Background: an optimization exercise with open tools, aiming at small area and a short achievable clock period. Do not read the settings as production practice.
Function was not checked in any run shown here: the RTL went through the layout flow alone.
Power is estimated from default activity; no workload was simulated.

==> design/flow/flow/run.sh <==
#!/bin/bash
# Standard ORFS layout, with timing repair aiming at extra setup slack so that
# the achieved period (not only the 14 ns clock) is optimised, and plain buf_2
# cells (instead of delay buffers) as the port buffers.
set -euo pipefail
bash standard.sh finish SETUP_SLACK_MARGIN=9.5 "BUFFER_PORTS_ARGS=-buffer_cell sky130_fd_sc_hd__buf_2" > flow_make.log 2>&1
==> design/flow/standard.sh <==
#!/bin/bash
# synth_recipe.tcl (not shown) runs the flow's synth.tcl, then flattens the netlist and writes it again
# the make line also repeats each setting of config.mk as NAME=value (left out here)
make -C /OpenROAD-flow-scripts/flow DESIGN_CONFIG=/design/flow/config.mk WORK_HOME=/design/flow/orfs CLKGATE_MAP_FILE= SYNTH_SCRIPT=/design/flow/synth_recipe.tcl "${@:-finish}"
==> design/flow/config.mk <==
export PLATFORM = sky130hd
export DESIGN_NAME = video_uut
export DESIGN_NICKNAME = video_uut
export VERILOG_FILES = /design/flow/design.v
export SDC_FILE = /design/flow/constraint.sdc
export NUM_CORES = 4
export LEC_CHECK = 0
export CAP_MARGIN = 20
export CORE_MARGIN = 2
export CORE_UTILIZATION = 40
export CTS_BUF_LIST = sky130_fd_sc_hd__clkbuf_4 sky130_fd_sc_hd__clkbuf_8
export SLEW_MARGIN = 20
==> design/flow/constraint.sdc <==
create_clock -name core_clock -period 14.0 [get_ports {clk_i}]
set_input_delay 2.8000 -clock core_clock [delete_from_list [all_inputs] [get_ports {clk_i}]]
set_output_delay 2.8000 -clock core_clock [all_outputs]
set_load 0.01 [all_outputs]
==> design/flow/design.v <==
module video_uut (
    input  wire         clk_i       ,
    input  wire         cen_i       ,
    input  wire         rst_i       ,
    input  wire         vid_sel_i   ,
    input  wire [23:0]  vid_rgb_i   ,
    input  wire [1:0]   vh_blank_i  ,
    input  wire [2:0]   dvh_sync_i  ,
    output wire [2:0]   dvh_sync_o  ,
    output wire [23:0]  vid_rgb_o
);
    localparam [1:0] S_IDLE = 2'd0, S_ATTACK = 2'd1, S_HOLD = 2'd2, S_DECAY = 2'd3;
    reg [23:0] vid_rgb_d1;     
    reg        draw_d1;        
    reg        bg_d1;          
    reg [2:0]  dvh_sync_d1;
    reg [11:0] x_cnt, y_cnt;    
    reg        prev_de, prev_vs;
    reg [1:0]  state;
    reg [7:0]  timer;
    reg [3:0]  amp, tamp;
    reg        spd;            
    reg [15:0] lfsr;
    reg [12:0] phase;          
    reg [4:0]  freq_1, freq_2;
    reg [12:0] acc_1, acc_2;   
    reg [12:0] base_1, base_2; 
    reg [3:0]  bsel;           
    function [12:0] add13(input [12:0] a, input [12:0] b);
        integer i; reg c;
        begin
            c = 1'b0;
            for (i = 0; i < 13; i = i + 1) begin
                add13[i] = a[i] ^ b[i] ^ c;
                c = (a[i] & b[i]) | (c & (a[i] ^ b[i]));
            end
        end
    endfunction
    function [12:0] addf(input [12:0] a, input [4:0] f);
        integer i; reg c;
        begin
            c = 1'b0;
            for (i = 0; i < 5; i = i + 1) begin
                addf[i] = a[i] ^ f[i] ^ c;
                c = (a[i] & f[i]) | (c & (a[i] ^ f[i]));
            end
            for (i = 5; i < 13; i = i + 1) begin
                addf[i] = a[i] ^ c;
                c = a[i] & c;
            end
        end
    endfunction
    wire [6:0]  t_1 = acc_1[11:5] ^ {7{acc_1[12]}};
    wire [6:0]  t_2 = acc_2[11:5] ^ {7{acc_2[12]}};
    wire [7:0]  sum = t_1 + t_2;                  
    wire       a1_en  = (amp != 4'd0);
    wire [1:0] a1     = (amp >= 4'd7) ? 2'd3 : (amp >= 4'd4) ? 2'd2 : (amp >= 4'd2) ? 2'd1 : 2'd0;
    wire       a2_en  = ~((amp == 4'd0) | (amp == 4'd1) | (amp == 4'd2) | (amp == 4'd4) | (amp == 4'd8));
    wire       a2     = (amp == 4'd6) | (amp >= 4'd10);
    wire       a2_neg = (amp == 4'd7);
    wire [10:0] term1 = a1_en ? ({3'b0, sum} << a1) : 11'd0;
    wire        add1 = a2_en & ~a2_neg;
    wire [14:0] kc  = ~{4'b0, 11'd1072 | {8'd0, lfsr[1:0], 1'b0}} + 15'd2 + {14'b0, add1} + {4'b0, amp, 7'b0};
    wire [14:0] op2 = ~{4'b0, term1};
    wire [14:0] op3 = ~a2_en ? 15'd0 : a2_neg ? {7'b0, sum} : a2 ? ~{6'b0, sum, 1'b0} : ~{7'b0, sum};
    wire        fix = sum[7] & sum[0] & amp[0];
    wire [14:0] ypre = {2'b0, y_cnt, 1'b0} + kc;
    wire [14:0] cs_s = ypre ^ op2 ^ op3;
    wire [14:0] cs_c = {(ypre[13:0] & op2[13:0]) | (ypre[13:0] & op3[13:0]) | (op2[13:0] & op3[13:0]), fix};
    wire [4:0]  lo  = {1'b0, cs_s[3:0]} + {1'b0, cs_c[3:0]};
    wire [10:0] hx  = cs_s[14:4] ^ cs_c[14:4];
    wire [10:0] ho  = cs_s[14:4] | cs_c[14:4];
    wire        hi_zero = ((hx[0] == lo[4])) & (hx[10:1] == ho[9:0]);
    wire [2:0]  dv = lo[3:1];
    wire draw = hi_zero & (lo[3:0] <= 4'd11) & ((y_cnt[11:3] != 0) | (y_cnt[2:0] >= dv));
    wire t_zero = (timer == 8'd0);
    wire lt = amp < tamp;
    wire gt = tamp < amp;
    wire st_idle = (state == S_IDLE), st_att = (state == S_ATTACK), st_hold = (state == S_HOLD), st_dec = (state == S_DECAY);
    wire hold_run = st_hold & ~t_zero;
    wire amp_low  = (amp[3:1] == 3'd0);                   
    wire glitch_c = hold_run & (lfsr[1:0] == 2'b11);
    wire tamp_inc = hold_run & (lfsr[2:0] == 3'b000) & (tamp < 4'd10);
    wire tamp_dec = hold_run & (lfsr[2:0] == 3'b111) & (tamp > 4'd3);
    wire [3:0] tamp_pick = (lfsr[3:0] < 4'd4) ? 4'd5 : (lfsr[3:0] > 4'd10) ? 4'd10 : lfsr[3:0];
    wire go_c = st_idle & t_zero;
    wire tamp_we = go_c | tamp_inc | tamp_dec;
    wire [3:0] tamp_nxt = go_c ? tamp_pick : tamp + (tamp_inc ? 4'd1 : 4'd15);
    wire amp_up2 = st_att & lt;
    wire amp_we  = amp_up2 | (hold_run & (lt | gt)) | st_dec;
    wire [3:0] amp_step = amp_up2 ? 4'd2 : (st_hold & lt) ? 4'd1 : 4'd15;
    wire [3:0] amp_nxt = (st_dec & amp_low) ? 4'd0 : amp + amp_step;
    wire timer_ld_h = st_att & ~lt;
    wire timer_ld_i = st_dec & amp_low;
    wire timer_we = timer_ld_h | timer_ld_i | ((st_idle | st_hold) & ~t_zero);
    wire [7:0] timer_nxt = timer_ld_h ? {1'b0, lfsr[4:0], 2'b00} : timer_ld_i ? {lfsr[5:0], 2'b00} : timer - 8'd1;
    reg  [1:0] st_nxt;
    always @* begin
        st_nxt = state;
        if (go_c) st_nxt = S_ATTACK;
        if (timer_ld_h) st_nxt = S_HOLD;
        if (st_hold & t_zero) st_nxt = S_DECAY;
        if (timer_ld_i) st_nxt = S_IDLE;
    end
    wire vs_rise  = dvh_sync_i[1] & ~prev_vs;
    wire upd      = vs_rise & spd;
    wire go       = upd & go_c;
    wire glitch   = upd & glitch_c;
    wire [4:0] f1_new = {1'b0, lfsr[3:0]} + 5'd10;
    wire [4:0] f2_new = {1'b0, lfsr[7:4]} + 5'd14;
    wire        stepping = |bsel;
    wire [12:0] b1_sum = (stepping ? {base_1[11:0], 1'b0} : base_1) + (phase & {13{~stepping | (|(bsel & freq_1[3:0]))}});
    wire [12:0] b2_sum = {base_2[11:0], 1'b0} + (phase & {13{|(bsel & freq_2[3:0])}});
    wire [12:0] b1_nxt = go ? (lfsr[12:0] & {13{f1_new[4]}}) :
                         (glitch & (&freq_1)) ? 13'd0 :    
                         (glitch | stepping) ? b1_sum : base_1;
    wire [12:0] b2_nxt = go ? (lfsr[12:0] & {13{f2_new[4]}}) : stepping ? b2_sum : base_2;
    wire x_last = (x_cnt == 12'h800);
    wire x_fb   = x_cnt[11] ^ x_cnt[10] ^ x_cnt[9] ^ x_cnt[3] ^ (x_cnt[10:0] == 11'd0);
    wire x_rst = dvh_sync_i[1] | (~dvh_sync_i[2] & prev_de) | (dvh_sync_i[2] & x_last);
    wire x_inc = ~dvh_sync_i[1] & dvh_sync_i[2];
    always @(posedge clk_i) begin
        if (rst_i) begin
            state <= S_IDLE; timer <= 0; amp <= 0; tamp <= 0; spd <= 0;
            lfsr <= 16'hACE1;
            y_cnt <= 0; prev_de <= 0; prev_vs <= 0;
            vid_rgb_d1 <= 0; draw_d1 <= 0; bg_d1 <= 1; dvh_sync_d1 <= 0;
        end else if (cen_i) begin
            lfsr <= {lfsr[14:0], lfsr[15] ^ lfsr[13] ^ lfsr[12] ^ lfsr[10]};
            prev_vs <= dvh_sync_i[1];
            if (vs_rise) begin
                spd <= ~spd;
                if (spd) begin
                    state <= st_nxt;
                    if (timer_we) timer <= timer_nxt;
                    if (amp_we) amp <= amp_nxt;
                    if (tamp_we)  tamp  <= tamp_nxt;
                end
            end
            prev_de <= dvh_sync_i[2];
            if (dvh_sync_i[1]) y_cnt <= 0;
            else if (~dvh_sync_i[2] & prev_de) y_cnt <= y_cnt + 1;
            draw_d1    <= draw;
            bg_d1      <= ~draw;
            vid_rgb_d1 <= vid_sel_i ? 24'h0 : vid_rgb_i;
            dvh_sync_d1 <= dvh_sync_i;
        end
    end
    always @(posedge clk_i) begin
        if (cen_i) begin
            base_1 <= b1_nxt;
            base_2 <= b2_nxt;
            if (go) bsel <= 4'b1000;
            else bsel <= {1'b0, bsel[3:1]};
            if (go) begin
                phase  <= lfsr[12:0];
                freq_1 <= f1_new;
                freq_2 <= f2_new;
            end else if (glitch) freq_1 <= freq_1 + 1;
            if (x_rst) begin
                x_cnt <= 0; acc_1 <= b1_nxt; acc_2 <= b2_nxt;
            end else if (x_inc) begin
                x_cnt <= {x_cnt[10:0], x_fb}; acc_1 <= addf(acc_1, freq_1); acc_2 <= addf(acc_2, freq_2);
            end
        end
    end
    assign dvh_sync_o = dvh_sync_d1;
    assign vid_rgb_o  = {vid_rgb_d1[23:16] & {8{bg_d1}}, vid_rgb_d1[15:8] | {8{draw_d1}},
                         vid_rgb_d1[7:0] & {8{bg_d1}}};
endmodule
==> results of run 1 <==
layer usage:
metal | GRT usage | part of all wire | vias to the layer above
met5 | 0 | 0 | -
li1 | - | - | 4887
met2 | 0.345 | 0.49 | 189
met3 | 0.0231 | 0.038 | 29
met1 | 0.278 | 0.46 | 4816
met4 | 0.0434 | 0.013 | 0
logic make-up (layout without fill, tap and decap cells):
group | after synthesis | after routing | synth area share
AND/OR/NAND/NOR | 461 | 461 | 0.191
AO/OA/AOI/OAI | 322 | 322 | 0.169
flip-flops | 166 | 166 | 0.350
buffers and inverters | 130 | 187 | 0.0418
adder cells (fa/ha/maj) | 127 | 127 | 0.148
XOR/XNOR | 87 | 87 | 0.0631
multiplexers | 44 | 44 | 0.0379
repair_timing:
item                       CTS  global route
pin swaps                   15            17
setup endpoints to repair   11            10
setup buffers               11             6
gates resized for setup     35            12
cell usage after synthesis (6+ instances only):
cell type and number:
a211oi_1 16, a21o_1 19, a21oi_1 114, a22oi_1 8, a31oi_1 17, and2_1 56, and3_1 8, buf_1 8
clkbuf_1 46, dfxtp_1 76, edfxtp_1 90, fa_1 26, ha_1 101, inv_1 66, mux2_2 14, mux2i_1 30
nand2_1 106, nand2b_1 8, nand3_1 37, nand4_1 11, nor2_1 109, nor2b_1 35, nor3_1 28, nor4_1 12
o211ai_1 11, o21a_1 7, o21ai_0 56, o22ai_1 10, or2_2 12, or3_1 14, or4_1 6, xnor2_1 50
xor2_1 37
registers in the layout (all words and copies together) (netlist names):
name,cells
amp,4
base_2,13
bg_d1,1
acc_2,13
lfsr,16
phase,12
spd,1
tamp,4
vid_rgb_d1,24
freq_1,5
bsel,4
x_cnt,12
state,2
base_1,13
acc_1,13
timer,8
draw_d1,1
dvh_sync_d1,3
freq_2,5
y_cnt,12
critical path, stage by stage, from the launching register on:
cell and delay [ps]:
edfxtp_1 510, xor2_1 220, ha_2 210, fa_2 440, xor2_4 180, buf_4 160, mux2i_1 200, o22ai_1 130
fa_1 550, inv_2 50, ha_4 230, and3_4 160, a221oi_2 240, xor2_1 130, ha_1 300, inv_1 40
o2111ai_2 230, o221ai_2 150, a2111oi_4 430, a22o_1 180
area by class of cell:
class                           instances  area (um2)
Fill cell                            2890       16300
Inverter                               68         256
Tap cell                              390         488
Sequential cell                       166        4240
Multi-Input combinational cell       1041        7570
Clock inverter                         15         139
Timing Repair Buffer                   87         533
Clock buffer                           17         234
through the flow:
stage                     setup slack, ps   util  total power, W
after floorplan                      9500      -         0.00103
after global placement               8630  0.429         0.00116
after detailed placement             8600  0.429         0.00117
after CTS                            9250  0.450         0.00158
after global routing                 9000  0.453         0.00169
final                                9210  0.453         0.00159
how the worst min path moves through the flow:
stage                                  endpoint  cells past startpoint                         from  slack [ps]
finish              vid_rgb_d1[22]$_SDFFE_PP0P_                      2  vid_rgb_d1[22]$_SDFFE_PP0P_         470
global route        vid_rgb_d1[22]$_SDFFE_PP0P_                      2  vid_rgb_d1[22]$_SDFFE_PP0P_         530
CTS                 vid_rgb_d1[22]$_SDFFE_PP0P_                      2  vid_rgb_d1[22]$_SDFFE_PP0P_         470
detailed placement  vid_rgb_d1[22]$_SDFFE_PP0P_                      2  vid_rgb_d1[22]$_SDFFE_PP0P_         460
global placement    vid_rgb_d1[22]$_SDFFE_PP0P_                      2  vid_rgb_d1[22]$_SDFFE_PP0P_         450
floorplan           vid_rgb_d1[22]$_SDFFE_PP0P_                      2  vid_rgb_d1[22]$_SDFFE_PP0P_         440
power groups by stage:
stage	Combinational (W)	Sequential [W]	Clock [W]
2_1_floorplan	0.000425	0.000607	0
3_3_place_gp	0.000538	0.000624	0
3_5_place_dp	0.000547	0.000625	0
4_1_cts	0.000622	0.000612	0.000347
5_1_grt	0.000709	0.000618	0.000366
6_report	0.000643	0.000612	0.000339
==> notes.md, run 1 <==
relative slew slack=0.366; fin. max-slew vios=0; most frequent cells in the layout=109 x a21oi_1, 105 x nor2_1, 105 x nand2_1, 99 x ha_1, 90 x edfxtp_1; DRC viols=0; clock sinks=approximately 170; top cells by area, synth=edfxtp_1 22%, dfxtp_1 13%, ha_1 10%; Placer Congestion=0.858; Final nets=roughly 1500; commonest non-fill, non-tap cell in the layout=a21oi_1; placed cell areas=roughly 0.013 mm2; sequential fraction of the synthesis area=0.350; Routed Wire Length=approximately 32000 um; CTS clock-pin slew for the worst setup and hold paths=roughly 100 ps; I/O pin total=60; initial cell density of the core=0.407; routed length per instance=17.7 um; Fin. Hold Viols=0; Detail Placement HPWL=between 20000 and 25000 um; RSZ-0062 raised after global routing=true; Final Instance Area=0.0135 mm2; DR vias=between 9000 and 10000; first-pass GRT wire length=50700 um; Final Non-Filler Cells=1784; final setup fails=0; Layout area overhead=11.4%; # hold bufs at CTS=0; Setup Crit Path Kind=register to register; Synthesis Warnings=1; PortBufs=57; Synth cell types=73; Clk pwr share=0.213; Overflow after GRT=0; vias in the first global route=between 9000 and 10000; pin slew with the least headroom to its limit=947 ps; power density over the cells=118 mW/mm2; Cells after DPL=1735; Seq cells post-synth=about 170; min cycle time layout=around 4800 ps; Mapped Nets=1497; mapped cell area=0.0121 mm2; Inserted Diodes=0; Synth Flop Type=edfxtp_1; die area=0.0316 mm2; EDFF count, synth=90; first-pass iteration count of the detailed router=5; Final period util=0.342; WHS=about 470 ps; Critical Path End=draw_d1$_SDFFE_PP0P_; Reg2Reg Capture Point=draw_d1$_SDFFE_PP0P_; Gate power share=0.404; f_max=209 MHz; CP Capture Type=register; Lkg Pwr=5.52 nW; post-route setup TNS=0 ps; Worst Setup SP=acc_1[12]$_DFFE_PP_; clk_skew=approximately 23 ps; fraction of layout cells with a size suffix above 1=0.142; DR iter-0 viols=805; initial antenna violation count=0; H-tree depth=4; Critical Path AT=around 5200 ps; top-area cell type share of the netlist area=0.224; cell count of the worst reg-to-reg path=19; TritonCTS Buffers=17; Critical R2R Launch=acc_1[12]$_DFFE_PP_; top cell type by total area after synthesis=edfxtp_1; crit start category=register; CTS root buf=clkbuf_8; Clock Latency Late Sink=between 400 and 500 ps; Worst Path Required=14410 ps; Avg Inst Size Synth=9.04 um2; Syn Inst Count=1337; worst-path fanout max=6; Internal Power=0.000986 W; area of the core=0.0297 mm2; largest net degree at the start of global routing=62; die height=178 um; CTS tree=done; Net Switching=0.000608 W; row count=63; Longest Clk Path Bufs=2; VDD IR-drop max=about 56 uV; die span in x=between 150 and 200 um; Seq pwr share=0.384; switching share of power=0.382; number of max-cap violations=0; Final ANT Viol Nets=0; Total Routing Usage GR=0.203; Vias/cell=between 5 and 6; status=timing/DRC/antenna clean; R2R setup slack=9210 ps; Async S/R FF share, synth=0; type of the most critical hold path=register to register
==> run 2: changes to the inputs <==
--- a/design/flow/design.v
+++ b/design/flow/design.v
@@ -53,11 +53,8 @@
     wire [6:0]  t_1 = acc_1[11:5] ^ {7{acc_1[12]}};
     wire [6:0]  t_2 = acc_2[11:5] ^ {7{acc_2[12]}};
     wire [7:0]  sum = t_1 + t_2;                  
-    wire       a1_en  = (amp != 4'd0);
-    wire [1:0] a1     = (amp >= 4'd7) ? 2'd3 : (amp >= 4'd4) ? 2'd2 : (amp >= 4'd2) ? 2'd1 : 2'd0;
-    wire       a2_en  = ~((amp == 4'd0) | (amp == 4'd1) | (amp == 4'd2) | (amp == 4'd4) | (amp == 4'd8));
-    wire       a2     = (amp == 4'd6) | (amp >= 4'd10);
-    wire       a2_neg = (amp == 4'd7);
+    reg        a1_en, a2_en, a2, a2_neg;
+    reg  [1:0] a1;
     wire [10:0] term1 = a1_en ? ({3'b0, sum} << a1) : 11'd0;
     wire        add1 = a2_en & ~a2_neg;
     wire [14:0] kc  = ~{4'b0, 11'd1072 | {8'd0, lfsr[1:0], 1'b0}} + 15'd2 + {14'b0, add1} + {4'b0, amp, 7'b0};
@@ -111,10 +108,12 @@
     wire        stepping = |bsel;
     wire [12:0] b1_sum = (stepping ? {base_1[11:0], 1'b0} : base_1) + (phase & {13{~stepping | (|(bsel & freq_1[3:0]))}});
     wire [12:0] b2_sum = {base_2[11:0], 1'b0} + (phase & {13{|(bsel & freq_2[3:0])}});
-    wire [12:0] b1_nxt = go ? (lfsr[12:0] & {13{f1_new[4]}}) :
-                         (glitch & (&freq_1)) ? 13'd0 :    
-                         (glitch | stepping) ? b1_sum : base_1;
-    wire [12:0] b2_nxt = go ? (lfsr[12:0] & {13{f2_new[4]}}) : stepping ? b2_sum : base_2;
+    wire        f31    = &freq_1;                       
+    wire [12:0] b1_glt = f31 ? 13'd0 : b1_sum;
+    wire [12:0] b1_ld  = go_c ? (lfsr[12:0] & {13{f1_new[4]}}) : glitch_c ? b1_glt : b1_sum;
+    wire [12:0] b2_ld  = go_c ? (lfsr[12:0] & {13{f2_new[4]}}) : b2_sum;
+    wire [12:0] bb1 = stepping ? b1_sum : base_1;
+    wire [12:0] bb2 = stepping ? b2_sum : base_2;
     wire x_last = (x_cnt == 12'h800);
     wire x_fb   = x_cnt[11] ^ x_cnt[10] ^ x_cnt[9] ^ x_cnt[3] ^ (x_cnt[10:0] == 11'd0);
     wire x_rst = dvh_sync_i[1] | (~dvh_sync_i[2] & prev_de) | (dvh_sync_i[2] & x_last);
@@ -122,6 +121,7 @@
     always @(posedge clk_i) begin
         if (rst_i) begin
             state <= S_IDLE; timer <= 0; amp <= 0; tamp <= 0; spd <= 0;
+            a1_en <= 0; a1 <= 0; a2_en <= 0; a2 <= 0; a2_neg <= 0;
             lfsr <= 16'hACE1;
             y_cnt <= 0; prev_de <= 0; prev_vs <= 0;
             vid_rgb_d1 <= 0; draw_d1 <= 0; bg_d1 <= 1; dvh_sync_d1 <= 0;
@@ -133,7 +133,14 @@
                 if (spd) begin
                     state <= st_nxt;
                     if (timer_we) timer <= timer_nxt;
-                    if (amp_we) amp <= amp_nxt;
+                    if (amp_we) begin
+                        amp    <= amp_nxt;
+                        a1_en  <= (amp_nxt != 4'd0);
+                        a1     <= (amp_nxt >= 4'd7) ? 2'd3 : (amp_nxt >= 4'd4) ? 2'd2 : (amp_nxt >= 4'd2) ? 2'd1 : 2'd0;
+                        a2_en  <= ~((amp_nxt == 4'd0) | (amp_nxt == 4'd1) | (amp_nxt == 4'd2) | (amp_nxt == 4'd4) | (amp_nxt == 4'd8));
+                        a2     <= (amp_nxt == 4'd6) | (amp_nxt >= 4'd10);
+                        a2_neg <= (amp_nxt == 4'd7);
+                    end
                     if (tamp_we)  tamp  <= tamp_nxt;
                 end
             end
@@ -148,8 +155,8 @@
     end
     always @(posedge clk_i) begin
         if (cen_i) begin
-            base_1 <= b1_nxt;
-            base_2 <= b2_nxt;
+            if (go | stepping | glitch) base_1 <= b1_ld;
+            if (go | stepping) base_2 <= b2_ld;
             if (go) bsel <= 4'b1000;
             else bsel <= {1'b0, bsel[3:1]};
             if (go) begin
@@ -158,7 +165,7 @@
                 freq_2 <= f2_new;
             end else if (glitch) freq_1 <= freq_1 + 1;
             if (x_rst) begin
-                x_cnt <= 0; acc_1 <= b1_nxt; acc_2 <= b2_nxt;
+                x_cnt <= 0; acc_1 <= glitch ? b1_glt : bb1; acc_2 <= bb2;
             end else if (x_inc) begin
                 x_cnt <= {x_cnt[10:0], x_fb}; acc_1 <= addf(acc_1, freq_1); acc_2 <= addf(acc_2, freq_2);
             end
==> run 2 against run 1 <==
Clock power grew 7.1%. Die area shrank 1.8%. Critical path type unchanged. Worst setup slack gained 200 ps. Flip-flop and latch count grew 6. Register-to-register slack gained 200 ps. Critical endpoint unchanged. Final cell count shrank 1.8%. Power shrank 16%. Still clean.
==> notes.md, run 2 <==
die span in x=176 um (-0.89%); crit start category=register; type of the most critical hold path=register to register; Worst Path Required=14420 ps (about the same); most common cell in the netlist=nand2_1; top cell type by total area after synthesis=edfxtp_1; PortBufs=57 (unchanged); Setup Crit Path Kind=register to register; Final nets=1509 (-2.1%); initial antenna violation count=0 (unchanged); Synth cell types=74 (+1.4%); Net Switching=0.000455 W (-25%); switching share of power=0.339 (-0.0427); DR iter-0 viols=695 (-14%); Worst Hold Depth=2 (unchanged); f_max=218 MHz (+4.4%); min cycle time layout=4590 ps (-200 ps); routed length per instance=16.5 um (-7.1%); Reg2Reg Capture Point=draw_d1$_SDFFE_PP0P_; Gate power share=0.287 (-0.117); CTS tree=done; fin. max-slew vios=0 (unchanged); CTS clock-pin slew for the worst setup and hold paths=100 ps (about the same); Async S/R FF share, synth=0 (unchanged); CTS root buf=clkbuf_8; fraction of layout cells with a size suffix above 1=0.131 (-0.0106); Internal Power=0.000889 W (-9.9%); Synth Flop Type=edfxtp_1; VDD IR-drop max=64.6 uV (+16%); relative slew slack=0.313 (-0.0533); cell family with most CP delay=compound AO/OA/AOI/OAI gates; mapped cell area=0.0119 mm2 (-1.8%); EDFF count, synth=90 (unchanged); Fillers=2864 (-0.90%); Seq cells post-synth=172 (+3.6%); CP max stage delay=480 ps (-70 ps); Syn Inst Count=1310 (-2.0%); top-area cell type share of the netlist area=0.228 (+0.00415); power density over the cells=102 mW/mm2 (-14%); pin slew with the least headroom to its limit=1030 ps (+80.6 ps); hold endpoint=lfsr[15]$_SDFFE_PP1P_; Longest Clk Path Bufs=2 (unchanged); row count=63 (unchanged); Final Instance Area=0.0132 mm2 (-2.0%); Routed Wire Length=28900 um (-8.8%); Top reg by flops=vid_rgb_d1; CP Capture Type=register; first-pass iteration count of the detailed router=5 (unchanged); Seq pwr share=0.443 (+0.059); placed cell areas=0.0125 mm2 (-2.2%); clk_skew=24.8 ps (+1.35 ps); RSZ-0062 raised after global routing=true; Lkg Pwr=5.45 nW (-1.2%); H-tree depth=4 (unchanged); Inserted Diodes=0 (unchanged); I/O pin total=60 (unchanged); most frequent cells in the layout=142 x nand2_1, 126 x nor2_1, 98 x ha_1, 90 x edfxtp_1, 82 x a21oi_1; min-delay src=lfsr[14]$_SDFFE_PP0P_; final setup fails=0 (unchanged); Fin. Hold Viols=0 (unchanged); commonest non-fill, non-tap cell in the layout=nand2_1; post-route setup TNS=0 ps (unchanged); Layout area overhead=11.1%; Clk pwr share=0.270 (+0.057); largest net degree at the start of global routing=66 (+6.5%); Worst Setup SP=acc_2[12]$_DFFE_PP_; cell count of the worst reg-to-reg path=17 (-2); Critical R2R Launch=acc_2[12]$_DFFE_PP_; number of max-cap violations=0 (unchanged); Mapped Nets=1470 (-1.8%); clock sinks=172 (+3.6%); Final period util=0.328 (-0.0143); Final ANT Viol Nets=0 (unchanged); top flop regs=vid_rgb_d1 x24, lfsr x16; R2R setup slack=9410 ps (+200 ps); DRC viols=0 (unchanged); first-pass GRT wire length=47600 um (-6.0%); Critical Path AT=5010 ps (-190 ps); status=timing/DRC/antenna clean; TritonCTS Buffers=17 (unchanged); die height=176 um (-0.89%); DR vias=9371 (-5.5%); initial cell density of the core=0.403 (-0.00313); Synthesis Warnings=1 (unchanged); top cells by area, synth=edfxtp_1 23%, dfxtp_1 14%, ha_1 11%; WHS=485 ps (+15.0 ps); Avg Inst Size Synth=9.05 um2 (+0.20%); die area=0.0310 mm2 (-1.8%); Total Routing Usage GR=0.191 (-0.0121); sequential fraction of the synthesis area=0.366 (+0.0166); Clock Latency Late Sink=470 ps (about the same); Vias/cell=5.35 (-3.8%); Overflow after GRT=0 (unchanged); Slowest-stage cell, CP=edfxtp_1; vias in the first global route=9268 (-2.0%); worst-path fanout max=7 (+1); most common library cells after synthesis=144 x nand2_1, 127 x nor2_1, 101 x ha_1; max reg flops=24 (unchanged); worst path bufs/invs=2 (-1); CP cell instances=buf_4 > xor2_2 > ha_1 > a211oi_1 > o21bai_1 > a31o_2 > a21oi_2 > mux2i_1 > and3_1 > fa_1 > ha_1 > xnor2_1 > nor4_2 > nand4_1 > nor4_4 > buf_4 > a31o_2; Detail Placement HPWL=20700 um (-9.9%); area of the core=0.0294 mm2 (-1.1%); Placer Congestion=0.855 (-0.29%)
-- run 2: cell types whose count changed in the layout (fill, tap and decap cells not counted), sizes merged, moves of 10 or more --
cell,previous run,this run
nand2,106,144
a21oi,114,87
nor2b,35,10
a22oi,8,27
nor2,110,128
a211oi,17,5
inv,73,85
mux2,14,2
nor3,28,18
-- run 2: cell families after synthesis --
kind of cell	Yosys count	synth area share
and+or+nand+nor	463	0.187
AOI/OAI and AO/OA	289	0.160
DFF	172	0.366
buffers and inverters	141	0.0465
adders and majority gates	127	0.150
xor gates and xnor gates	92	0.0679
muxes	26	0.0222
-- run 2: tightest hold or removal path: stages, from the launching register on --
cell and delay (ps):
dfxtp_1 340, mux2i_1 70, nand2_1 60
-- run 2: final cells by class --
class                   instances  area, um2  area share
multi-input cells             997       7170       0.544
inverters                      80        305      0.0232
well taps                     390        488      0.0370
repair buffers                 80        468      0.0355
flip-flops and latches        172       4350       0.330
clock inverters                13        129     0.00978
clock buffers                  19        262      0.0198
repair inverters                1       5.00    0.000380
-- run 2: what timing repair did --
action,CTS,global route
pin swaps,9,6
setup buffers,9,5
hold buffers,0,0
gates resized for setup,31,15
setup endpoints to repair,126,30
endpoints found under the hold margin,0,0
cloned,1,0
-- run 2: metrics by stage --
step	cells	power, W	setup slack (ps)	util
floorplan	1310	0.000870	9490	-
global placement	1705	0.000952	8250	0.424
detailed placement	1705	0.000959	8200	0.424
CTS	1747	0.00135	9240	0.445
global route	1752	0.00142	9090	0.448
finish	1752	0.00134	9410	0.448
-- run 2: worst max path at each step --
stage	end	depth (start not counted)
after CTS	draw_d1$_SDFFE_PP0P_	22
after global placement	draw_d1$_SDFFE_PP0P_	7
final	draw_d1$_SDFFE_PP0P_	17
after global routing	draw_d1$_SDFFE_PP0P_	22
after detailed placement	draw_d1$_SDFFE_PP0P_	7
after floorplan	base_1[0]$_DFFE_PP_	6
-- run 2: per-layer routing --
metal	global-route usage	wire length, um	vias to the layer above
li1	-	-	4679
met1	0.259	13700	4501
met2	0.324	13800	168
met3	0.0278	1100	23
met4	0.0413	307	0
met5	0	0	-
-- run 2: power by group through the flow --
stage | logic [W] | clock network [W] | registers (W)
after floorplan | 0.000276 | 0 | 0.000594
after global placement | 0.000345 | 0 | 0.000608
after detailed placement | 0.000349 | 0 | 0.000609
after CTS | 0.000379 | 0.000370 | 0.000597
after global routing | 0.000436 | 0.000388 | 0.000600
final | 0.000385 | 0.000363 | 0.000595
==> run 3: changes to the inputs <==
--- a/design/flow/config.mk
+++ b/design/flow/config.mk
@@ -10,3 +10,4 @@
 export CORE_UTILIZATION = 40
 export CTS_BUF_LIST = sky130_fd_sc_hd__clkbuf_4 sky130_fd_sc_hd__clkbuf_8
 export SLEW_MARGIN = 20
+export TNS_END_PERCENT = 0
==> run 3 against run 2 <==
Final area rose by 0.39%. Largest power group unchanged. First-iteration DRC count fell by 10%. Still clean on timing, DRC and antenna. Combinational power rose by 9.9%.
==> notes.md, run 3 <==
worst-path fanout max=31 (+24); Detail Placement HPWL=20700 um (unchanged); initial antenna violation count=0 (unchanged); routed wl met2=13800 um (+0.11%); top-area cell type share of the netlist area=0.228 (unchanged); Top Metal Used=met4; Final nets=1512 (+0.20%); H-tree depth=4 (unchanged); row count=63 (unchanged); Final ANT Viol Nets=0 (unchanged); Inserted Diodes=0 (unchanged); Final period util=0.337 (+0.00862); Seq cells post-synth=172 (unchanged); mapped cell area=0.0119 mm2 (unchanged); area of the core=0.0294 mm2 (unchanged); top cell type by total area after synthesis=edfxtp_1; Placer Congestion=0.855 (unchanged); commonest non-fill, non-tap cell in the layout=nand2_1; number of max-cap violations=0 (unchanged); CTS clock-pin slew for the worst setup and hold paths=90 ps (about the same); Mapped Nets=1470 (unchanged); I/O pin total=60 (unchanged); min-delay src=lfsr[14]$_SDFFE_PP0P_; routed length per instance=16.5 um (+0.16%); status=timing/DRC/antenna clean; Longest Clk Path Bufs=2 (unchanged); f_max=212 MHz (-2.6%); Total Routing Usage GR=0.190 (-0.000905); fraction of layout cells with a size suffix above 1=0.136 (+0.00484); Syn Inst Count=1310 (unchanged); Synth cell types=74 (unchanged); EDFF count, synth=90 (unchanged); most common cell in the netlist=nand2_1; Critical R2R Launch=acc_2[5]$_DFFE_PP_; Synthesis Warnings=1 (unchanged); VDD IR-drop max=64.7 uV (+0.21%); Overflow after GRT=0 (unchanged); post-route setup TNS=0 ps (unchanged); die height=176 um (unchanged); Layout area overhead=11.6%; Async S/R FF share, synth=0 (unchanged); Power Total=0.00138 W (+2.7%); clk_skew=23.7 ps (-1.04 ps); top cells by area, synth=edfxtp_1 23%, dfxtp_1 14%, ha_1 11%; Metal-1 WL=13700 um (+0.10%); Worst Setup SP=cen_i; Top reg by flops=vid_rgb_d1; die area=0.0310 mm2 (unchanged); Critical Path End=amp[3]$_SDFFE_PP0P_; Lkg Pwr=5.47 nW (+0.33%); Clock Latency Late Sink=470 ps (about the same); DR vias=9428 (+0.61%); placed cell areas=0.0125 mm2 (unchanged); die span in x=176 um (unchanged); most common library cells after synthesis=144 x nand2_1, 127 x nor2_1, 101 x ha_1; Reg2Reg Capture Point=draw_d1$_SDFFE_PP0P_; Avg Inst Size Synth=9.05 um2 (unchanged); fin. max-slew vios=0 (unchanged); most frequent cells in the layout=140 x nand2_1, 125 x nor2_1, 99 x ha_1, 90 x edfxtp_1, 83 x a21oi_1; Final Instance Area=0.0132 mm2 (+0.39%); Worst Path Required=14390 ps (-30 ps); Vias/cell=5.37 (+0.44%); area of the multi-input gates=0.00720 mm2 (+0.42%); TritonCTS Buffers=17 (unchanged); Fillers=2863 (-0.035%); DR iter-0 viols=623 (-10%); crit start category=input port; pin slew with the least headroom to its limit=1020 ps (-8.29 ps); first-pass GRT wire length=47400 um (-0.46%); CTS root buf=clkbuf_8; largest net degree at the start of global routing=66 (unchanged); DRC viols=0 (unchanged); Critical Path AT=5100 ps (+90 ps); met3 routed WL=1130 um (+2.6%); relative slew slack=0.318 (+0.00555); top flop regs=vid_rgb_d1 x24, lfsr x16; FF/Latch Area=0.00435 mm2 (unchanged); final setup fails=0 (unchanged); power density over the cells=104 mW/mm2 (+2.3%); Routed Wire Length=28900 um (+0.33%); # hold bufs at CTS=0 (unchanged); sequential fraction of the synthesis area=0.366 (unchanged); cell count of the worst reg-to-reg path=19 (+2); Synth Flop Type=edfxtp_1; vias in the first global route=9258 (-0.11%); initial cell density of the core=0.403 (unchanged); first-pass iteration count of the detailed router=5 (unchanged); Fin. Hold Viols=0 (unchanged); Setup Crit Path Kind=input port to register; max reg flops=24 (unchanged); WHS=486 ps (+0.762 ps); type of the most critical hold path=register to register; CP Capture Type=register; R2R setup slack=9290 ps (-120 ps); RSZ-0062 raised after global routing=true; CTS tree=done; min cycle time layout=4710 ps (+121 ps); PortBufs=57 (unchanged); clock sinks=172 (unchanged)
## run 3: critical path, stage by stage
cell and delay (ps):
clkbuf_4 450, nand2_1 220, nor3b_2 450, nand2_1 150
o32a_1 470, or3_1 410, a21oi_1 140
## run 3: cell families after synthesis
| logic type | count (synthesis) | share of synthesized area |
|---|---|---|
| and+or+nand+nor | 463 | 0.187 |
| AOI/OAI and AO/OA | 289 | 0.160 |
| DFF | 172 | 0.366 |
| buffers and inverters | 141 | 0.0465 |
| adders and majority gates | 127 | 0.150 |
| xor gates and xnor gates | 92 | 0.0679 |
| muxes | 26 | 0.0222 |
## run 3: worst min-delay path by stage
stage	slack, ps	cells after the start	end
floorplan	430	0	phase[0]$_DFFE_PP_
global placement	460	2	lfsr[15]$_SDFFE_PP1P_
detailed placement	470	2	lfsr[15]$_SDFFE_PP1P_
CTS	490	2	lfsr[15]$_SDFFE_PP1P_
global route	510	2	lfsr[15]$_SDFFE_PP1P_
finish	490	2	lfsr[15]$_SDFFE_PP1P_
## run 3: per-layer routing
layer | vias up | GRT usage
met5 | - | 0
met4 | 0 | 0.0420
met3 | 28 | 0.0278
met2 | 194 | 0.322
met1 | 4517 | 0.257
li1 | 4689 | -
## run 3: where the power goes
part | total [W] | internal [W] | switching (W)
Clock | 0.000362 | 0.000155 | 0.000207
Sequential | 0.000595 | 0.000568 | 0.0000270
Combinational | 0.000423 | 0.000188 | 0.000235
Total | 0.00138 | 0.000911 | 0.000469
## run 3: timing repair
item | CTS | global route
pin swaps | 1 | 22
gates resized for setup | 8 | 44
setup endpoints to repair | 126 | 117
setup buffers | 6 | 11
cloned | 1 | 0
## run 3: cell type report
type	instances	area share
Tap cell	390	0.0369
Clock buffer	19	0.0198
Clock inverter	13	0.00974
Sequential cell	172	0.329
Inverter	80	0.0233
Multi-Input combinational cell	997	0.544
Timing Repair inverter	1	0.000378
Timing Repair Buffer	83	0.0368
## run 3: through the flow
step	setup WS [ps]	util	cells
2_1_floorplan	9490	-	1310
3_3_place_gp	8250	0.424	1705
3_5_place_dp	8200	0.424	1705
4_1_cts	9040	0.441	1744
5_1_grt	9040	0.450	1755
6_report	9290	0.450	1755
==> run 4: changes to the inputs <==
--- a/design/flow/design.v
+++ b/design/flow/design.v
@@ -116,7 +116,10 @@
     wire [12:0] bb2 = stepping ? b2_sum : base_2;
     wire x_last = (x_cnt == 12'h800);
     wire x_fb   = x_cnt[11] ^ x_cnt[10] ^ x_cnt[9] ^ x_cnt[3] ^ (x_cnt[10:0] == 11'd0);
-    wire x_rst = dvh_sync_i[1] | (~dvh_sync_i[2] & prev_de) | (dvh_sync_i[2] & x_last);
+    wire x_rl  = dvh_sync_i[2] ? x_last : prev_de;     
+    wire x_rst = dvh_sync_i[1] | x_rl;
+    wire        g_r   = ~prev_vs & spd & glitch_c;
+    wire [12:0] r1_vs = g_r ? b1_glt : bb1;
     wire x_inc = ~dvh_sync_i[1] & dvh_sync_i[2];
     always @(posedge clk_i) begin
         if (rst_i) begin
@@ -165,7 +168,7 @@
                 freq_2 <= f2_new;
             end else if (glitch) freq_1 <= freq_1 + 1;
             if (x_rst) begin
-                x_cnt <= 0; acc_1 <= glitch ? b1_glt : bb1; acc_2 <= bb2;
+                x_cnt <= 0; acc_1 <= dvh_sync_i[1] ? r1_vs : bb1; acc_2 <= bb2;
             end else if (x_inc) begin
                 x_cnt <= {x_cnt[10:0], x_fb}; acc_1 <= addf(acc_1, freq_1); acc_2 <= addf(acc_2, freq_2);
             end
--- a/design/flow/config.mk
+++ b/design/flow/config.mk
@@ -10,4 +10,3 @@
 export CORE_UTILIZATION = 40
 export CTS_BUF_LIST = sky130_fd_sc_hd__clkbuf_4 sky130_fd_sc_hd__clkbuf_8
 export SLEW_MARGIN = 20
-export TNS_END_PERCENT = 0
==> run 4 against run 3 <==
Still clean on timing, DRC and antenna. Die area is 1.5% higher. Critical path depth is 13 higher. Power is 3.7% higher. Non-clock buffer count is 5 lower. Flip-flop and latch count stayed put. Sequential share of layout area is 0.44 points lower. Synthesized cell count is 1.6% higher. Combinational power hardly changed. Count of clock-buffer cells in the layout stayed put. Final area is 1.1% higher. Critical path type is now register to register. Largest power group unchanged. Highest routed layer unchanged.
==> notes.md, run 4 <==
Final nets=1527 (+0.99%); post-route setup TNS=0 ps (unchanged); Vias/cell=5.34 (-0.51%); Async S/R FF share, synth=0 (unchanged); fin. max-slew vios=0 (unchanged); relative slew slack=0.311 (-0.00715); most frequent cells in the layout=143 x nand2_1, 121 x nor2_1, 97 x ha_1, 92 x a21oi_1, 90 x edfxtp_1; DRC viols=0 (unchanged); Final period util=0.333 (-0.00376); Lkg Pwr=5.55 nW (+1.5%); H-tree depth=4 (unchanged); CP Capture Type=register; worst-path fanout max=4 (-87%); die span in x=177 um (+0.72%); initial antenna violation count=0 (unchanged); number of max-cap violations=0 (unchanged); most common library cells after synthesis=146 x nand2_1, 122 x nor2_1, 101 x ha_1; largest net degree at the start of global routing=65 (-1.5%); top cells by area, synth=edfxtp_1 22%, dfxtp_1 14%, ha_1 10%; Power Total=0.00143 W (+3.7%); Synth Flop Type=edfxtp_1; Final Instance Area=0.0134 mm2 (+1.1%); routed length per instance=16.6 um (+0.51%); commonest non-fill, non-tap cell in the layout=nand2_1; # hold bufs at CTS=0 (unchanged); Top reg by flops=vid_rgb_d1; EDFF count, synth=90 (unchanged); Synth cell types=81 (+9.5%); pin slew with the least headroom to its limit=1030 ps (+10.5 ps); area of the core=0.0296 mm2 (+0.80%); worst slack at placement=8590 ps (+389 ps); type of the most critical hold path=register to register; sequential fraction of the synthesis area=0.361 (-0.00537); initial cell density of the core=0.406 (+0.00273); Layout area overhead=11.2%; crit start category=register; top-area cell type share of the netlist area=0.225 (-0.00334); DR vias=9465 (+0.39%); CTS tree=done; Setup Crit Path Kind=register to register; Detail Placement HPWL=20900 um (+1.0%); Avg Inst Size Synth=9.04 um2 (-0.11%); top flop regs=vid_rgb_d1 x24, lfsr x16; Seq cells post-synth=172 (unchanged); DR iter-0 viols=549 (-12%); max reg flops=24 (unchanged); final setup fails=0 (unchanged); power density over the cells=107 mW/mm2 (+2.5%); Synthesis Warnings=1 (unchanged); placed cell areas=0.0126 mm2 (+1.2%); VDD IR-drop max=68.1 uV (+5.2%); min cycle time layout=4660 ps (-52.7 ps); Critical Path AT=5020 ps (-80 ps); most common cell in the netlist=nand2_1; f_max=215 MHz (+1.1%); Fin. Hold Viols=0 (unchanged); Clock Latency Late Sink=500 ps (+30 ps); top cell type by total area after synthesis=edfxtp_1; Worst Path Required=14360 ps (-30 ps); Routed Wire Length=29400 um (+1.4%); first-pass iteration count of the detailed router=5 (unchanged); Placer Congestion=0.874 (+2.2%); Syn Inst Count=1331 (+1.6%); die height=177 um (+0.72%); mapped cell area=0.0120 mm2 (+1.5%); Longest Clk Path Bufs=2 (unchanged); I/O pin total=60 (unchanged); die area=0.0315 mm2 (+1.5%); first-pass GRT wire length=47800 um (+0.89%); fraction of layout cells with a size suffix above 1=0.124 (-0.0124); Final ANT Viol Nets=0 (unchanged); clock sinks=172 (unchanged); TritonCTS Buffers=17 (unchanged); Final Non-Filler Cells=1771 (+0.91%); vias in the first global route=9235 (-0.25%); min setup slack post-route=9340 ps (+52.7 ps); Overflow after GRT=0 (unchanged); Cells after DPL=1727 (+1.3%); Total Routing Usage GR=0.192 (+0.00233); PortBufs=57 (unchanged); Mapped Nets=1491 (+1.4%); status=timing/DRC/antenna clean; CTS root buf=clkbuf_8; RSZ-0062 raised after global routing=true; row count=63 (unchanged); CTS clock-pin slew for the worst setup and hold paths=120 ps (+30 ps); clk_skew=29.2 ps (+5.52 ps)
==> run 4: cell count changes after synthesis, moves of 5 or more <==
cell / previous run / this run
nand3_1: 34 / 39
nor2_1: 127 / 122
or3_1: 7 / 12
a22oi_1: 27 / 6
nor2b_1: 10 / 37
o21ai_0: 55 / 50
clkbuf_1: 45 / 38
mux2i_1: 24 / 29
nand2b_1: 8 / 15
a21oi_1: 87 / 95
==> run 4: power breakdown <==
part	leakage [nW]	internal (W)	total (W)	switching [W]
combinational	3.79	0.000177	0.000420	0.000243
sequential	1.53	0.000567	0.000594	0.0000266
clock	0.229	0.000218	0.000418	0.000199
==> run 4: per-stage QoR <==
stage	hold WS (ps)	util
after floorplan	429	-
after CTS	484	0.450
after global routing	528	0.451
after detailed placement	468	0.426
final	488	0.452
after global placement	451	0.426
==> run 4: critical path, stage by stage (launching register included) <==
cell      delay (ps)
edfxtp_1         510
xor2_2           210
ha_2             220
fa_2             390
xor2_4           230
nor3_2            70
a221oi_2         220
nor2b_2          100
fa_1             600
ha_4             230
nand2_4           60
nor2_4            40
a221o_1          330
a31oi_4          200
xor2_2           210
ha_2             240
nor4_4            40
nand4_1          110
a21oi_2           60
nor4_4           320
a31oi_1          130
==> run 4: cell families (layout without fill, tap and decap cells) <==
family                     count (synthesis)  count (layout)  synth area share
DFF                                      172             172             0.361
and+or+nand+nor                          491             491             0.198
AOI/OAI and AO/OA                        278             278             0.152
xor gates and xnor gates                  92              92            0.0669
other                                      0               1                 0
adders and majority gates                127             127             0.148
muxes                                     32              32            0.0269
buffers and inverters                    139             188            0.0472
==> run 4: final cells by class <==
cell class | instances | area [um2]
fillers | 2992 | 16300
multi-input cells | 1020 | 7340
flip-flops and latches | 172 | 4340
well taps | 390 | 488
repair buffers | 78 | 453
inverters | 78 | 293
clock buffers | 19 | 249
clock inverters | 13 | 211
diodes | 1 | 2.50
==> run 4: routing by layer <==
layer / wire, um / global-route usage / share of wire / vias up
li1: - / - / - / 4714
met1: 14300 / 0.269 / 0.49 / 4498
met2: 13200 / 0.305 / 0.45 / 221
met3: 1440 / 0.0349 / 0.049 / 32
met4: 498 / 0.0519 / 0.017 / 0
met5: 0 / 0 / 0 / -
==> run 4: path summary, 6_finish.rpt <==
check	start	end	slack, ps	cells after the start
worst max-delay path	acc_2[12]$_DFFE_PP_	bg_d1$_SDFFE_PP1P_	9340	20
worst max register to register	acc_2[12]$_DFFE_PP_	bg_d1$_SDFFE_PP1P_	9340	20
worst min-delay path	vid_rgb_d1[22]$_SDFFE_PP0P_	vid_rgb_d1[22]$_SDFFE_PP0P_	490	2
worst min register to register	vid_rgb_d1[22]$_SDFFE_PP0P_	vid_rgb_d1[22]$_SDFFE_PP0P_	490	2
==> run 4: what timing repair did <==
action | CTS | global route
setup endpoints to repair | 46 | 14
setup buffers | 8 | 3
pin swaps | 15 | 14
gates resized for setup | 37 | 7
==> run 5: changes to the inputs <==
--- a/design/flow/config.mk
+++ b/design/flow/config.mk
@@ -10,3 +10,4 @@
 export CORE_UTILIZATION = 40
 export CTS_BUF_LIST = sky130_fd_sc_hd__clkbuf_4 sky130_fd_sc_hd__clkbuf_8
 export SLEW_MARGIN = 20
+export TNS_END_PERCENT = 0
==> run 5 against run 4 <==
Largest power group unchanged. Via count is 0.25% higher. Final cell count is 0.11% higher. Still clean on timing, DRC and antenna. Combinational power is 4% higher.
==> notes.md, run 5 <==
EDFF count, synth=90 (unchanged); Avg Inst Size Synth=9.04 um2 (unchanged); row count=63 (unchanged); VDD IR-drop max=58.2 uV (-14%); Reg2Reg Capture Point=bg_d1$_SDFFE_PP1P_; routed length per instance=16.7 um (+1.0%); relative slew slack=0.335 (+0.0239); fraction of layout cells with a size suffix above 1=0.127 (+0.00262); largest net degree at the start of global routing=65 (unchanged); top flop regs=vid_rgb_d1 x24, lfsr x16; I/O pin total=60 (unchanged); Longest Clk Path Bufs=2 (unchanged); top cells by area, synth=edfxtp_1 22%, dfxtp_1 14%, ha_1 10%; first-pass GRT wire length=48200 um (+0.75%); DR vias=9489 (+0.25%); Crit path depth=20 (unchanged); worst path bufs/invs=1 (+1); most common library cells after synthesis=146 x nand2_1, 122 x nor2_1, 101 x ha_1; Slowest-stage cell, CP=fa_2; min cycle time layout=4570 ps (-90.8 ps); final setup fails=0 (unchanged); Inserted Diodes=0 (-1); worst-path fanout max=3 (-1); Syn Inst Count=1331 (unchanged); mapped cell area=0.0120 mm2 (unchanged); TritonCTS Buffers=17 (unchanged); Seq cells post-synth=172 (unchanged); most common cell in the netlist=nand2_1; Synth Flop Type=edfxtp_1; Setup Crit Path Kind=register to register; die area=0.0315 mm2 (unchanged); Critical Path AT=4920 ps (-100 ps); PortBufs=57 (unchanged); Worst Setup SP=acc_2[12]$_DFFE_PP_; Critical Path End=bg_d1$_SDFFE_PP1P_; max reg flops=24 (unchanged); CP cell instances=xor2_2 > ha_2 > fa_2 > buf_6 > mux2i_4 > o21ai_1 > nand2_1 > fa_1 > ha_4 > nand2_4 > nor2_4 > a221o_1 > a31oi_4 > xor2_2 > ha_2 > nor4_4 > nand4_1 > a21oi_2 > nor4_4 > a31oi_1; Detail Placement HPWL=21100 um (+1.0%); R2R setup slack=9430 ps (+90 ps); worst slack at placement=8700 ps (+111 ps); CP Capture Type=register; Overflow after GRT=0 (unchanged); initial antenna violation count=0 (unchanged); most frequent cells in the layout=144 x nand2_1, 121 x nor2_1, 96 x ha_1, 92 x a21oi_1, 90 x edfxtp_1; Lkg Pwr=5.55 nW (about the same); Final ANT Viol Nets=0 (unchanged); Critical R2R Launch=acc_2[12]$_DFFE_PP_; f_max=219 MHz (+2.0%); power density over the cells=106 mW/mm2 (-0.95%); Synth cell types=81 (unchanged); min setup slack post-route=9430 ps (+90.8 ps); top cell type by total area after synthesis=edfxtp_1; vias in the first global route=9144 (-0.99%); post-route setup TNS=0 ps (unchanged); DRC viols=0 (unchanged); Async S/R FF share, synth=0 (unchanged); die span in x=177 um (unchanged); Clock Latency Late Sink=480 ps (-20 ps); Top reg by flops=vid_rgb_d1; first-pass iteration count of the detailed router=5 (unchanged); Vias/cell=5.35 (+0.14%); RSZ-0062 raised after global routing=true; DR iter-0 viols=571 (+4.0%); Final nets=1530 (+0.20%); CTS tree=done; Worst Path Required=14350 ps (about the same); clk_skew=13.6 ps (-15.6 ps); area of the multi-input gates=0.00737 mm2 (+0.36%); Layout area overhead=11.4%; top-area cell type share of the netlist area=0.225 (unchanged); area of the core=0.0296 mm2 (unchanged); min-delay src=lfsr[14]$_SDFFE_PP0P_; FF/Latch Area=0.00435 mm2 (about the same); type of the most critical hold path=register to register; status=timing/DRC/antenna clean; CP max stage delay=560 ps (-40 ps); Fin. Hold Viols=0 (unchanged); Total Routing Usage GR=0.194 (+0.00148); H-tree depth=4 (unchanged); commonest non-fill, non-tap cell in the layout=nand2_1; number of max-cap violations=0 (unchanged); Layout Utilization=0.453 (+0.000929); Mapped Nets=1491 (unchanged); initial cell density of the core=0.406 (unchanged); CTS root buf=clkbuf_8; cell family with most CP delay=adder cells; fin. max-slew vios=0 (unchanged); Routed Wire Length=29700 um (+1.1%); CTS clock-pin slew for the worst setup and hold paths=100 ps (-20 ps); crit start category=register; Placer Congestion=0.887 (+1.6%); WHS=483 ps (-5.61 ps); pin slew with the least headroom to its limit=989 ps (-40.3 ps); Synthesis Warnings=1 (unchanged); Fillers=2972 (-0.67%); clock sinks=172 (unchanged); Final period util=0.326 (-0.00649); cell count of the worst reg-to-reg path=20 (unchanged); die height=177 um (unchanged); sequential fraction of the synthesis area=0.361 (unchanged)
## run 5: stage by stage
| stage | total power, W | area (um2) | instances |
|---|---|---|---|
| floorplan | 0.000870 | 12000 | 1331 |
| global placement | 0.000959 | 12600 | 1729 |
| finish | 0.00142 | 13400 | 1773 |
| global route | 0.00150 | 13400 | 1773 |
| CTS | 0.00140 | 13300 | 1772 |
| detailed placement | 0.000964 | 12600 | 1729 |
## run 5: worst min path at each step
stage	endpoint	slack (ps)	depth (start not counted)
after global placement	vid_rgb_d1[22]$_SDFFE_PP0P_	450	2
after global routing	timer[1]$_SDFFE_PP0P_	520	2
final	lfsr[15]$_SDFFE_PP1P_	480	2
after CTS	lfsr[15]$_SDFFE_PP1P_	490	2
after detailed placement	lfsr[15]$_SDFFE_PP1P_	470	2
after floorplan	phase[0]$_DFFE_PP_	430	0
## run 5: cell families (layout without fill, tap and decap cells)
| family | Yosys count | count (layout) | synth area share |
|---|---|---|---|
| and+or+nand+nor | 491 | 491 | 0.198 |
| AOI/OAI and AO/OA | 278 | 278 | 0.152 |
| muxes | 32 | 32 | 0.0269 |
| DFF | 172 | 172 | 0.361 |
| xor gates and xnor gates | 92 | 92 | 0.0669 |
| buffers and inverters | 139 | 191 | 0.0472 |
| adders and majority gates | 127 | 127 | 0.148 |
## run 5: timing repair
item	4_1_cts	5_1_grt
buffers inserted	11	1
setup endpoints to repair	72	71
gates resized for setup	27	19
hold endpoints to repair	0	0
pin swaps	17	16
hold buffers	0	0
## run 5: worst register-to-register path: stages (launching register included)
cell and delay, ps:
edfxtp_1 510, xor2_2 240, ha_2 200, fa_2 560, buf_6 120, mux2i_4 70, o21ai_1 180, nand2_1 90
fa_1 560, ha_4 230, nand2_4 60, nor2_4 40, a221o_1 320, a31oi_4 190, xor2_2 210, ha_2 240
nor4_4 40, nand4_1 120, a21oi_2 70, nor4_4 290, a31oi_1 120
## run 5: layout make-up
type,count,area share
Timing Repair Buffer,81,0.0355
Tap cell,390,0.0364
Clock buffer,17,0.0174
Clock inverter,15,0.0153
Inverter,78,0.0218
Sequential cell,172,0.324
Multi-Input combinational cell,1020,0.549
## run 5: where the power goes
part | switching, W | internal (W)
clock network | 0.000209 | 0.000183
registers | 0.0000256 | 0.000567
logic | 0.000248 | 0.000188
total | 0.000482 | 0.000939
## run 5: per-layer routing
metal	GRT usage	part of all wire	vias to the layer above
li1	-	-	4729
met1	0.274	0.49	4490
met2	0.304	0.45	239
met3	0.0360	0.050	31
met4	0.0495	0.014	0
met5	0	0	-
==> run 6: changes to the inputs <==
--- a/design/flow/design.v
+++ b/design/flow/design.v
@@ -114,13 +114,13 @@
     wire [12:0] b2_ld  = go_c ? (lfsr[12:0] & {13{f2_new[4]}}) : b2_sum;
     wire [12:0] bb1 = stepping ? b1_sum : base_1;
     wire [12:0] bb2 = stepping ? b2_sum : base_2;
+    wire        g_r   = ~prev_vs & spd & glitch_c;
+    wire [12:0] r1_vs = g_r ? b1_glt : bb1;
     wire x_last = (x_cnt == 12'h800);
     wire x_fb   = x_cnt[11] ^ x_cnt[10] ^ x_cnt[9] ^ x_cnt[3] ^ (x_cnt[10:0] == 11'd0);
-    wire x_rl  = dvh_sync_i[2] ? x_last : prev_de;     
-    wire x_rst = dvh_sync_i[1] | x_rl;
-    wire        g_r   = ~prev_vs & spd & glitch_c;
-    wire [12:0] r1_vs = g_r ? b1_glt : bb1;
-    wire x_inc = ~dvh_sync_i[1] & dvh_sync_i[2];
+    wire x_upd = dvh_sync_i[1] | dvh_sync_i[2] | prev_de;
+    wire [12:0] inc_1 = addf(acc_1, freq_1) ^ {x_last & freq_1[0], 12'd0};
+    wire [12:0] inc_2 = addf(acc_2, freq_2) ^ {x_last & freq_2[0], 12'd0};
     always @(posedge clk_i) begin
         if (rst_i) begin
             state <= S_IDLE; timer <= 0; amp <= 0; tamp <= 0; spd <= 0;
@@ -167,10 +167,10 @@
                 freq_1 <= f1_new;
                 freq_2 <= f2_new;
             end else if (glitch) freq_1 <= freq_1 + 1;
-            if (x_rst) begin
-                x_cnt <= 0; acc_1 <= dvh_sync_i[1] ? r1_vs : bb1; acc_2 <= bb2;
-            end else if (x_inc) begin
-                x_cnt <= {x_cnt[10:0], x_fb}; acc_1 <= addf(acc_1, freq_1); acc_2 <= addf(acc_2, freq_2);
+            if (x_upd) begin
+                x_cnt <= (dvh_sync_i[1] | ~dvh_sync_i[2]) ? 12'd0 : {x_cnt[10:0], x_fb};
+                acc_1 <= dvh_sync_i[1] ? r1_vs : dvh_sync_i[2] ? inc_1 : bb1;
+                acc_2 <= (dvh_sync_i[1] | ~dvh_sync_i[2]) ? bb2 : inc_2;
             end
         end
     end
==> run 6 against run 5 <==
Still clean on timing, DRC and antenna. Critical endpoint is now acc_1[7]$_DFFE_PP_. Flip-flop and latch count did not move. Clock skew increased by 4.0 ps. Fmax is 0.83% lower.
==> notes.md, run 6 <==
Syn Inst Count=1361 (+2.3%); Internal Power=0.000919 W (-2.1%); status=timing/DRC/antenna clean; EDFF count, synth=90 (unchanged); # hold bufs at CTS=0 (unchanged); Avg Inst Size Synth=9.00 um2 (-0.52%); VDD IR-drop max=89.6 uV (+54%); type of the most critical hold path=register to register; Cells after DPL=1757 (+1.6%); Mapped Nets=1521 (+2.0%); CTS tree=done; top cells by area, synth=edfxtp_1 22%, dfxtp_1 13%, ha_1 10%; Inserted Diodes=0 (unchanged); pin slew with the least headroom to its limit=843 ps (-146 ps); Final period util=0.329 (+0.00274); top flop regs=vid_rgb_d1 x24, lfsr x16; Seq pwr share=0.426 (+0.009); relative slew slack=0.438 (+0.103); worst-path fanout max=21 (+18); DR iter-0 viols=510 (-11%); min setup slack post-route=9390 ps (-38.4 ps); Critical Path AT=4950 ps (+30 ps); Layout area overhead=10.6%; switching share of power=0.343 (+0.00391); Seq cells post-synth=172 (unchanged); Final Non-Filler Cells=1804 (+1.7%); die area=0.0320 mm2 (+1.7%); number of max-cap violations=0 (unchanged); f_max=217 MHz (-0.83%); most common library cells after synthesis=134 x nor2_1, 125 x nand2_1, 106 x a21oi_1; Final nets=1555 (+1.6%); fin. max-slew vios=0 (unchanged); top cell type by total area after synthesis=edfxtp_1; Synth Flop Type=edfxtp_1; mux share of post-synthesis cell area=0.0200 (-0.00689); Synth Area in Compound Gates=0.158 (+0.00631); Fin. Hold Viols=0 (unchanged); post-route setup TNS=0 ps (unchanged); Total Routing Usage GR=0.192 (-0.00230); CTS clock-pin slew for the worst setup and hold paths=100 ps (about the same); Longest Clk Path Bufs=2 (unchanged); Vias/cell=5.35 (about the same); Async S/R FF share, synth=0 (unchanged); Routed Wire Length=29600 um (-0.21%); Synth cell types=80 (-1.2%); min cycle time layout=4610 ps (+38.4 ps); most frequent cells in the layout=133 x nor2_1, 124 x nand2_1, 103 x a21oi_1, 98 x ha_1, 90 x edfxtp_1; crit start category=input port; most common cell in the netlist=nor2_1; TritonCTS Buffers=17 (unchanged); Net Switching=0.000480 W (-0.36%); CTS root buf=clkbuf_8; H-tree depth=4 (unchanged); Gate power share=0.303 (-0.004); Lkg Pwr=5.61 nW (+1.1%); routed length per instance=16.4 um (-1.9%); mapped cell area=0.0122 mm2 (+1.7%); XOR/XNOR share of the synthesized area=0.0678 (+0.000908); DR vias=9651 (+1.7%); fraction of layout cells with a size suffix above 1=0.130 (+0.00344); power density over the cells=103 mW/mm2 (-2.4%); initial antenna violation count=0 (unchanged); CP Capture Type=register; Worst Path Required=14340 ps (about the same); final setup fails=0 (unchanged); Setup Crit Path Kind=input port to register; first-pass GRT wire length=48300 um (+0.14%); I/O pin total=60 (unchanged); Synthesis Warnings=1 (unchanged); vias in the first global route=9270 (+1.4%); Placer Congestion=0.863 (-2.8%); largest family of logic cells by synthesized area=simple AND/OR/NAND/NOR gates; Detail Placement HPWL=21000 um (-0.63%); Final ANT Viol Nets=0 (unchanged); worst slack at placement=8380 ps (-318 ps); row count=64 (+1.6%); DRC viols=0 (unchanged); Fillers=2919 (-1.8%); die height=179 um (+0.84%); max reg flops=24 (unchanged); RSZ-0062 raised after global routing=true; commonest non-fill, non-tap cell in the layout=nor2_1; post-synthesis adder-cell area fraction=0.146 (-0.00251); Clk pwr share=0.271 (-0.005); largest net degree at the start of global routing=65 (unchanged); Clock Latency Late Sink=500 ps (+20 ps); first-pass iteration count of the detailed router=5 (unchanged); clock sinks=172 (unchanged); Post-Synth Simple-Gate Area=0.207 (+0.00931); sequential fraction of the synthesis area=0.355 (-0.00612); initial cell density of the core=0.403 (-0.00267); PortBufs=57 (unchanged); area of the core=0.0303 mm2 (+2.4%); Overflow after GRT=0 (unchanged); clk_skew=17.6 ps (+3.99 ps); die span in x=179 um (+0.84%); top-area cell type share of the netlist area=0.221 (-0.00381); Top reg by flops=vid_rgb_d1
==> run 6: power groups by stage <==
stage / combinational [W] / sequential, W / clock, W
after floorplan: 0.000302 / 0.000594 / 0
after global placement: 0.000370 / 0.000609 / 0
after detailed placement: 0.000374 / 0.000609 / 0
after CTS: 0.000410 / 0.000597 / 0.000387
after global routing: 0.000475 / 0.000600 / 0.000405
final: 0.000424 / 0.000596 / 0.000379
==> run 6: path summary, 6_finish.rpt <==
path / startpoint / to / slack [ps] / depth (start not counted)
setup reg to reg: freq_1[0]$_DFFE_PP_ / acc_1[12]$_DFFE_PP_ / 9420 / 19
setup / recovery: dvh_sync_i[1] / acc_1[7]$_DFFE_PP_ / 9390 / 6
hold / removal: vid_rgb_d1[22]$_SDFFE_PP0P_ / vid_rgb_d1[22]$_SDFFE_PP0P_ / 480 / 2
hold reg to reg: vid_rgb_d1[22]$_SDFFE_PP0P_ / vid_rgb_d1[22]$_SDFFE_PP0P_ / 480 / 2
==> run 6: final cells by class <==
type	instances	area, um2	share of cell area
Multi-Input combinational cell	1047	7520	0.555
Tap cell	396	495	0.0366
Inverter	77	292	0.0215
Sequential cell	172	4360	0.322
Clock inverter	15	178	0.0131
Clock buffer	17	234	0.0173
Timing Repair Buffer	80	468	0.0346
==> run 6: cell families after synthesis <==
kind of cell	count (synthesis)
adder cells (fa/ha/maj)	127
multiplexers	24
flip-flops	172
XOR/XNOR	94
AND/OR/NAND/NOR	499
buffers and inverters	142
AO/OA/AOI/OAI	303
==> run 6: through the flow <==
stage	total power (W)	cell area [um2]	hold WS [ps]	utilization
after CTS	0.00139	13400	481	0.443
after floorplan	0.000895	12300	441	-
final	0.00140	13500	476	0.446
after detailed placement	0.000983	12800	465	0.423
after global placement	0.000979	12800	450	0.423
after global routing	0.00148	13500	506	0.446
==> run 6: metal layers <==
layer	global-route usage	up-vias	share of wire
met2	0.315	157	0.47
met3	0.0261	30	0.032
met1	0.261	4618	0.48
met4	0.0603	0	0.018
met5	0	-	0
li1	-	4846	-
==> run 6: repair_timing <==
item / 4_1_cts / 5_1_grt
endpoints found under the setup margin: 35 / 22
setup buffers: 10 / 5
resized for setup: 34 / 13
pin swaps: 15 / 28
==> run 6: worst max-delay path, stage by stage <==
cell      delay (ps)
buf_2            370
nand2b_1         720
nand2_1          470
nor2_1           290
nor2_1           100
o21ai_0          190

[static timing again, ports no longer ideal]
No port has a modelled driver above. Below, the same layouts with a new extraction and two added sets of constraints. Step 1 assumes that a clkbuf_16 drives the clock port and a buf_2 every other input. Step 2 moves the port delays by t, midway between the first and last clock arrival at a register: inputs arrive t later, outputs are due t later. That takes back most of the time a late clock gives input paths. Slacks: no drivers / after step 1 / after step 2; pairs: no drivers / after step 1.
| run | shift t [ns] | setup WS [ns] | slew at the worst register clock pin (ns) | worst slew at a driven data input, ns | cell pins on the clock port's net |
|---|---|---|---|---|---|
| run 1 | 0.504 | 9.209 / 9.209 / 9.066 | 0.11 / 0.11 | 0.05 | 1 |
| run 2 | 0.506 | 9.409 / 9.409 / 9.102 | 0.11 / 0.11 | 0.05 | 1 |
| run 3 | 0.502 | 9.288 / 9.292 / 8.807 | 0.11 / 0.11 | 0.04 | 1 |
| run 4 | 0.528 | 9.341 / 9.341 / 9.122 | 0.12 / 0.12 | 0.04 | 1 |
| run 5 | 0.519 | 9.432 / 9.432 / 8.960 | 0.10 / 0.10 | 0.05 | 1 |
| run 6 | 0.532 | 9.393 / 9.413 / 8.881 | 0.11 / 0.11 | 0.04 | 1 |
After both steps setup and hold are still met in every run listed. The setup slack of run 6, which loses most, moves by +0.020 ns with the drivers and by -0.512 ns with both steps.
